This is an optimization exercise on Yosys and OpenROAD, whose aim is small area, not a production implementation.
Only simulation tests tie the RTL to the original design; equivalence was not proved.
Power is estimated from default activity; no workload was simulated.

Setup of v42:
==> flow/design.v <==
module lfsr_cnt #(
    parameter W = 17,               
    parameter T = 11,               
    parameter [W-1:0] TERM = 0,     
    parameter [W-1:0] DMASK = 0     
)(
    input wire i_clk,
    input wire i_clr,               
    output wire o_term              
);
    localparam [W-1:0] M = {((W+1)/2){2'b10}};
    reg [W-1:0] r_s;
    wire [W-1:0] w_q = r_s ^ M;
    wire w_fb = ~(w_q[W-1] ^ w_q[T-1]);
    always @(posedge i_clk)
        r_s <= i_clr ? M : ({w_q[W-2:0], w_fb} ^ M);
    assign o_term = ((w_q ^ TERM) & DMASK) == {W{1'b0}};
endmodule
module debouncer (
    input wire i_clk,
    input wire i_srst,
    input wire i_btn,
    output reg o_stable_btn,
    output wire o_rise
);
    wire w_mism = i_btn ^ o_stable_btn;
    wire w_term;
    wire w_flip = w_mism & w_term;
    lfsr_cnt #(.W(17), .T(11), .TERM(17'h038ff), .DMASK(17'h1ffce)) cnt (
        .i_clk(i_clk), .i_clr(i_srst | ~w_mism | w_term), .o_term(w_term));
    always @(posedge i_clk)
        o_stable_btn <= ~i_srst & (o_stable_btn ^ w_flip);
    assign o_rise = w_flip & i_btn;
endmodule
module one_pulse(
    input wire i_clk,
    input wire i_srst,
    input wire i_rise,
    output reg o_pulse
);
    always @(posedge i_clk)
        o_pulse <= ~i_srst & i_rise;
endmodule
module pin_register(
    input wire i_clk,
    input wire i_srst,
    input wire i_rst,
    input wire i_load_en,
    input wire [3:0] i_sw_val,
    output reg [3:0] o_stored_pin
);
    always @(posedge i_clk) begin
        if (i_srst || i_rst)
            o_stored_pin <= 4'b0000;
        else if (i_load_en)
            o_stored_pin <= i_sw_val;
    end
endmodule
module pin_verifier(
  input wire i_clk,
  input wire i_srst,
  input wire i_rst,
  input wire i_match,          
  input wire i_valid_pulse,
  output wire o_open,
  output wire o_wrong,
  output wire o_lock
);
  reg r_t, r_w, r_y, r_z;
  wire w_clr = i_srst | i_rst;
  wire w_go = i_valid_pulse & ~r_t & ~r_y;    
  always @(posedge i_clk) begin
    r_t <= ~w_clr & w_go;
    r_w <= ~w_clr & (r_t ? (~r_w & ~r_y & ~r_z) : r_w);
    r_y <= ~w_clr & (w_go ? (i_match | r_z) : r_y);
    r_z <= ~w_clr & (w_go ? (~i_match & (r_w | r_z)) : r_z);
  end
  assign o_wrong = r_w;
  assign o_open = ~r_t & r_y & ~r_z;
  assign o_lock = ~r_t & r_y & r_z;
endmodule
module display_driver(
  input wire i_clk,
  input wire i_srst,
  input wire i_rst,
  input wire i_open,
  input wire i_lock,
  output reg [3:0] o_anode,
  output reg [6:0] o_seg
);
  reg [1:0] r_digit;
  wire w_term;
  wire w_clr = i_srst | i_rst;
  lfsr_cnt #(.W(17), .T(11), .TERM(17'h038ff), .DMASK(17'h1ffce)) prescaler (
      .i_clk(i_clk), .i_clr(w_clr | w_term), .o_term(w_term));
  always @(posedge i_clk)
    r_digit <= w_clr ? 2'd0 : r_digit + {1'b0, w_term};
  always @(*) begin
    case (r_digit)
      2'b00: o_anode = 4'b1110;
      2'b01: o_anode = 4'b1101;
      2'b10: o_anode = 4'b1011;
      default: o_anode = 4'b0111;
    endcase
  end
  always @(*) begin
    if (i_open) begin
      case (r_digit)
        2'd0: o_seg = 7'b0101011;  
        2'd1: o_seg = 7'b0000110;  
        2'd2: o_seg = 7'b0001100;  
        default: o_seg = 7'b1000000;  
      endcase
    end else if (i_lock) begin
      case (r_digit)
        2'd0: o_seg = 7'b1111111;  
        2'd1: o_seg = 7'b1001110;  
        2'd2: o_seg = 7'b1000001;  
        default: o_seg = 7'b1000000;  
      endcase
    end else
      o_seg = 7'b0111111;  
  end
endmodule
module uart_tx (
    input wire i_clk,
    input wire i_srst,
    input wire i_rst,
    input wire i_start,
    input wire [4:0] i_code,
    output wire o_tx,
    output wire o_busy
);
    reg [3:0] r_phase;
    wire w_idle = (r_phase == 4'd1);
    wire w_tick;
    lfsr_cnt #(.W(14), .T(1), .TERM(14'h0539), .DMASK(14'h3fbe)) bit_timer (
        .i_clk(i_clk), .i_clr(w_idle | w_tick), .o_term(w_tick));
    always @(posedge i_clk) begin
        if (i_srst || i_rst) r_phase <= 4'd1;
        else if (w_idle) begin
            if (i_start) r_phase <= 4'd6;
        end else if (w_tick) r_phase <= r_phase + 4'd1;
    end
    wire w_b5 = (i_code[4:1] == 4'b1101);
    wire [7:0] w_byte = {1'b0, ~w_b5 & (|i_code), w_b5, i_code};
    assign o_busy = ~w_idle;
    assign o_tx = r_phase[3] ? w_byte[r_phase[2:0]] : (r_phase != 4'd7);
endmodule
module uart_string_sender(
    input wire i_clk,
    input wire i_srst,
    input wire i_rst,
    input wire i_open,
    input wire i_wrong,
    input wire i_lock,
    input wire i_trigger,
    output wire o_tx
);
   reg r_send, r_wait;
   reg [3:0] r_char_idx;
   reg [4:0] r_code;
   reg r_pend_s;
   reg r_uart_start;
   wire w_uart_busy;
   uart_tx tx_inst(
       .i_clk(i_clk), .i_srst(i_srst), .i_rst(i_rst),
       .i_start(r_uart_start), .i_code(r_code),
       .o_tx(o_tx), .o_busy(w_uart_busy));
   wire w_valid = ((i_open | i_lock) & (r_char_idx <= 4'd11)) |
                  (i_wrong & (r_char_idx <= 4'd12));
   reg [7:0] w_char;
   always @(*) begin
       case (r_char_idx)
           4'd0: w_char = "S"; 4'd1: w_char = "T";
           4'd2: w_char = "A"; 4'd3: w_char = "T";
           4'd4: w_char = "U"; 4'd5: w_char = "S";
           4'd6: w_char = ":";
           4'd7: w_char = i_open ? "O" : i_wrong ? "W" : "L";
           4'd8: w_char = i_open ? "P" : i_wrong ? "R" : "O";
           4'd9: w_char = i_open ? "E" : i_wrong ? "O" : "C";
           4'd10: w_char = i_open ? "N" : i_wrong ? "N" : "K";
           4'd11: w_char = i_wrong ? "G" : ";";
           default: w_char = ";";
       endcase
   end
   wire w_load = r_uart_start & ~w_uart_busy;
   localparam [7:0] C_S = "S";
   always @(posedge i_clk) begin
       if (i_srst) begin
           r_send <= 1'b0;
           r_wait <= 1'b0;
           r_uart_start <= 1'b0;
           r_char_idx <= 4'd0;
           r_code <= 5'd0;
           r_pend_s <= 1'b0;
       end else if (i_rst) begin
           r_send <= 1'b0;
           r_wait <= 1'b0;
           r_uart_start <= 1'b0;
           r_char_idx <= 4'd0;
       end else begin
           r_uart_start <= r_send;
           if (r_send) begin
               r_send <= 1'b0;
               r_wait <= w_valid;
               if (w_valid) begin
                   if (w_uart_busy) r_pend_s <= 1'b1;
                   else begin
                       r_code <= w_char[4:0];
                       r_pend_s <= 1'b0;
                   end
               end
           end else if (r_wait) begin
               if (!w_uart_busy && !r_uart_start) begin
                   r_char_idx <= r_char_idx + 1'b1;
                   r_send <= 1'b1;
                   r_wait <= 1'b0;
               end
           end else if (i_trigger) begin
               r_char_idx <= 4'd0;
               r_send <= 1'b1;
           end
           if (w_load) begin
               if (r_pend_s) r_code <= C_S[4:0];
               r_pend_s <= 1'b0;
           end
       end
   end
endmodule
module top_module(
    input wire clk,
    input wire rst,  
    input wire btnR, btnL, btnD,  
    input wire [3:0] sw,
    output wire [3:0] an,
    output wire [6:0] seg,
    output wire uart_tx_out
);
    wire [3:0] w_stored_pin;
    wire w_open, w_wrong, w_lock;
    wire w_deb_L, w_deb_D, w_deb_R;
    wire w_rise_L, w_rise_D, w_rise_R;
    wire w_pulse_L, w_pulse_R, w_pulse_D;
    reg r_uart_trigger;
    debouncer dbL(.i_clk(clk), .i_srst(rst), .i_btn(btnL), .o_stable_btn(w_deb_L), .o_rise(w_rise_L));
    one_pulse opL(.i_clk(clk), .i_srst(rst), .i_rise(w_rise_L), .o_pulse(w_pulse_L));
    debouncer dbD(.i_clk(clk), .i_srst(rst), .i_btn(btnD), .o_stable_btn(w_deb_D), .o_rise(w_rise_D));
    one_pulse opD(.i_clk(clk), .i_srst(rst), .i_rise(w_rise_D), .o_pulse(w_pulse_D));
    debouncer dbR(.i_clk(clk), .i_srst(rst), .i_btn(btnR), .o_stable_btn(w_deb_R), .o_rise(w_rise_R));
    one_pulse opR(.i_clk(clk), .i_srst(rst), .i_rise(w_rise_R), .o_pulse(w_pulse_R));
    pin_register master_pin_reg(
         .i_clk(clk), .i_srst(rst), .i_rst(w_pulse_R),
         .i_load_en(w_pulse_L), .i_sw_val(sw), .o_stored_pin(w_stored_pin));
    pin_verifier core_logic(
         .i_clk(clk), .i_srst(rst), .i_rst(w_pulse_R),
         .i_match(sw == w_stored_pin), .i_valid_pulse(w_pulse_D),
         .o_open(w_open), .o_wrong(w_wrong), .o_lock(w_lock));
    display_driver display_unit(
         .i_clk(clk), .i_srst(rst), .i_rst(w_pulse_R),
         .i_open(w_open), .i_lock(w_lock), .o_anode(an), .o_seg(seg));
    always @(posedge clk) r_uart_trigger <= ~rst & w_pulse_D;
    uart_string_sender uart_logger(
         .i_clk(clk), .i_srst(rst), .i_rst(w_pulse_R),
         .i_open(w_open), .i_wrong(w_wrong), .i_lock(w_lock),
         .i_trigger(r_uart_trigger), .o_tx(uart_tx_out));
endmodule
make LEC_CHECK=0 ABC_AREA=1 CAP_MARGIN=20 CORE_MARGIN=2 CORE_UTILIZATION=40 SLEW_MARGIN=20 finish   # period 10.0 ns
run.sh (not shown) runs the stock make flow with config.mk's settings and CLKGATE_MAP_FILE= SYNTH_SCRIPT=/design/flow/synth_recipe.tcl, a recipe that flattens the netlist after the stock synthesis.
Inputs modified between v42 and v22:
==> flow/flow/run.sh (new file) <==
#!/bin/bash
# Own layout flow: the standard ORFS flow (standard.sh) with three changes:
#  - half/full adder cells are not used, so synthesis does not extract adders
#    (it otherwise maps plain AND gates of counter bits into half adders);
#  - clock tree synthesis inserts no dummy load cells;
#  - ports are buffered with buf_1 cells.
# Each tool's output goes to ORFS's own logs under orfs/logs; the make output
# goes to standard.log in the work folder.
set -euo pipefail
PLAT_DU=$(sed -n '/^export DONT_USE_CELLS += /,/^$/p' "$FLOW_HOME/platforms/sky130hd/config.mk" \
  | tr -d '\\' | sed 's/export DONT_USE_CELLS += //' | tr -s ' \n' ' ')
DU="$PLAT_DU sky130_fd_sc_hd__ha_1 sky130_fd_sc_hd__ha_2 sky130_fd_sc_hd__ha_4 sky130_fd_sc_hd__fa_1 sky130_fd_sc_hd__fa_2 sky130_fd_sc_hd__fa_4"
export CTS_ARGS="-sink_clustering_enable -repair_clock_nets -dont_use_dummy_load -buf_list sky130_fd_sc_hd__clkbuf_4"
export BUFFER_PORTS_ARGS="-buffer_cell sky130_fd_sc_hd__buf_1"
bash standard.sh "DONT_USE_CELLS=$DU" finish > standard.log 2>&1
==> flow/standard.sh (new file) <==
#!/bin/bash
# synth_recipe.tcl (not shown) runs the flow's synth.tcl, then flattens the netlist and writes it again
# the make line also repeats each setting of config.mk as NAME=value (left out here)
make -C /OpenROAD-flow-scripts/flow DESIGN_CONFIG=/design/flow/config.mk WORK_HOME=/design/flow/orfs CLKGATE_MAP_FILE= SYNTH_SCRIPT=/design/flow/synth_recipe.tcl "${@:-finish}"
diff --git a/flow/config.mk b/flow/config.mk
--- a/flow/config.mk
+++ b/flow/config.mk
@@ -8,0 +9 @@
+export ABC_CLOCK_PERIOD_IN_PS = 10000
@@ -11,0 +13 @@
+export CTS_BUF_LIST = sky130_fd_sc_hd__clkbuf_4
removed: flow/run.sh
[summary]
v42 → v22: wire length down 9.5%; peak supply drop down about 30%; wire length of the first global-routing pass down about 8%; total power down about 40%. Relative to v42, the final clock period utilization by the worst path of v22 is lower by 4.7 points. display_unit.r_digit[0]$_SDFF_PN0_ as the first element of the critical path was reported by v42, and uart_logger.tx_inst.r_phase[2]$_SDFFE_PN0P_ by v22. v22 reports its top contributor to total power as sequential cells while v42 reports the clock network. The worst setup slack after layout number comes out lower for v42 vs v22.
Inputs modified between v22 and v48:
==> flow/run.sh (new file) <==
#!/bin/bash
# synth_recipe.tcl (not shown) runs the flow's synth.tcl, then flattens the netlist and writes it again
# the make line also repeats each setting of config.mk as NAME=value (left out here)
make -C /OpenROAD-flow-scripts/flow DESIGN_CONFIG=/design/flow/config.mk WORK_HOME=/design/flow/orfs CLKGATE_MAP_FILE= SYNTH_SCRIPT=/design/flow/synth_recipe.tcl finish
diff --git a/flow/config.mk b/flow/config.mk
--- a/flow/config.mk
+++ b/flow/config.mk
@@ -9 +8,0 @@
-export ABC_CLOCK_PERIOD_IN_PS = 10000
@@ -13,0 +13,2 @@
+export CTS_CLUSTER_DIAMETER = 100
+export CTS_CLUSTER_SIZE = 30
removed: flow/flow/run.sh
removed: flow/standard.sh
==> run notes <==
The number of standard-cell rows in the floorplan in v48 was higher than what v22 gave. Looking at v48 and v22, the non-clock buffer count in the final layout is a wash. Fraction of power spent switching nets (v48 over v22): increase, 4.3 points. Fraction of the cycle the final worst path needs ended up 6.1 points higher on v48 than on v22. v48 does worse than v22 on wire length of the first global-routing pass. Utilization v22 -> v48: up. Looking at number of well taps, v48 sits about 2.1% above v22. Worst hold slack: v48 > v22. Compared to v22, v48 has arrival time of the worst setup path 610 ps higher. The aggregate routed wire length of v48 was inferior to that of v22.
Setup changes, v48 to v28
==> flow/flow/run.sh (new file) <==
#!/bin/bash
# Own layout flow: the standard ORFS flow (standard.sh) with three changes:
#  - half/full adder cells are not used, so synthesis does not extract adders
#    (it otherwise maps plain AND gates of counter bits into half adders);
#  - clock tree synthesis inserts no dummy load cells;
#  - ports are buffered with buf_1 cells.
# Each tool's output goes to ORFS's own logs under orfs/logs; the make output
# goes to standard.log in the work folder.
set -euo pipefail
PLAT_DU=$(sed -n '/^export DONT_USE_CELLS += /,/^$/p' "$FLOW_HOME/platforms/sky130hd/config.mk" \
  | tr -d '\\' | sed 's/export DONT_USE_CELLS += //' | tr -s ' \n' ' ')
export DONT_USE_CELLS="$PLAT_DU sky130_fd_sc_hd__ha_1 sky130_fd_sc_hd__ha_2 sky130_fd_sc_hd__ha_4 sky130_fd_sc_hd__fa_1 sky130_fd_sc_hd__fa_2 sky130_fd_sc_hd__fa_4"
export CTS_ARGS="-sink_clustering_enable -repair_clock_nets -dont_use_dummy_load -buf_list sky130_fd_sc_hd__clkbuf_4"
export BUFFER_PORTS_ARGS="-buffer_cell sky130_fd_sc_hd__buf_1"
bash standard.sh finish > standard.log 2>&1
==> flow/standard.sh (new file) <==
#!/bin/bash
# synth_recipe.tcl (not shown) runs the flow's synth.tcl, then flattens the netlist and writes it again
# the make line also repeats each setting of config.mk as NAME=value (left out here)
make -C /OpenROAD-flow-scripts/flow DESIGN_CONFIG=/design/flow/config.mk WORK_HOME=/design/flow/orfs CLKGATE_MAP_FILE= SYNTH_SCRIPT=/design/flow/synth_recipe.tcl "${@:-finish}"
diff --git a/flow/config.mk b/flow/config.mk
--- a/flow/config.mk
+++ b/flow/config.mk
@@ -8,0 +9 @@
+export ABC_CLOCK_PERIOD_IN_PS = 10000
@@ -13,2 +13,0 @@
-export CTS_CLUSTER_DIAMETER = 100
-export CTS_CLUSTER_SIZE = 30
removed: flow/run.sh
==> run notes <==
Between v48 and v28, the flow reports via count of the first global-routing pass decreasing by a few percent.
Compared with v48, in v28 clock network fraction of design power lower, final cell area excluding filler cells shrank by 320 um^2, quantity of gates resized following cts did not really move.
Re met1 layer wirelength in the final routing: v48 and v28 aren't equal, and the lower value belongs to v28.
As far as final global-route overflow total goes, v48 and v28 are indistinguishable; the numbers are identical.
v48 reports its startpoint of the worst setup timing path as display_unit.r_digit[0]$_SDFF_PN0_ while v28 reports display_unit.r_digit[1]$_SDFF_PN0_.
From v48 to v28 the numbers moved as follows: standard cell area after detailed placement moved down, part of the total power dissipated in combinational logic increased 1.8 points, setup slack has increased.

-- re-timing with driven ports --
The results above use ideal ports. As a check the final layouts listed here were re-extracted and re-timed, cells and wires unchanged. Step 1 assumes that a clkbuf_16 drives the clock port and a buf_2 every other input. Step 2 moves the port delays by t, midway between the first and last clock arrival at a register: inputs arrive t later, outputs are due t later. That takes back most of the time a late clock gives input paths. a / b / c = no drivers / after step 1 / after step 2; a / b = the first two.
| run | t, ns | slack for setup (ns) | worst data-port slew with drivers (ns) | cell pins on the clock port's net |
|---|---|---|---|---|
| v42 | 0.433 | 5.780 / 5.746 / 6.115 | 0.04 | 1 |
| v22 | 0.508 | 6.252 / 6.222 / 6.214 | 0.04 | 1 |
| v48 | 0.538 | 5.644 / 5.617 / 6.124 | 0.04 | 1 |
| v28 | 0.495 | 6.074 / 6.044 / 6.534 | 0.04 | 1 |
After both steps every run listed still meets setup and hold. For v22, which loses most, drivers alone change the setup slack by -0.030 ns; drivers and shift together by -0.038 ns.
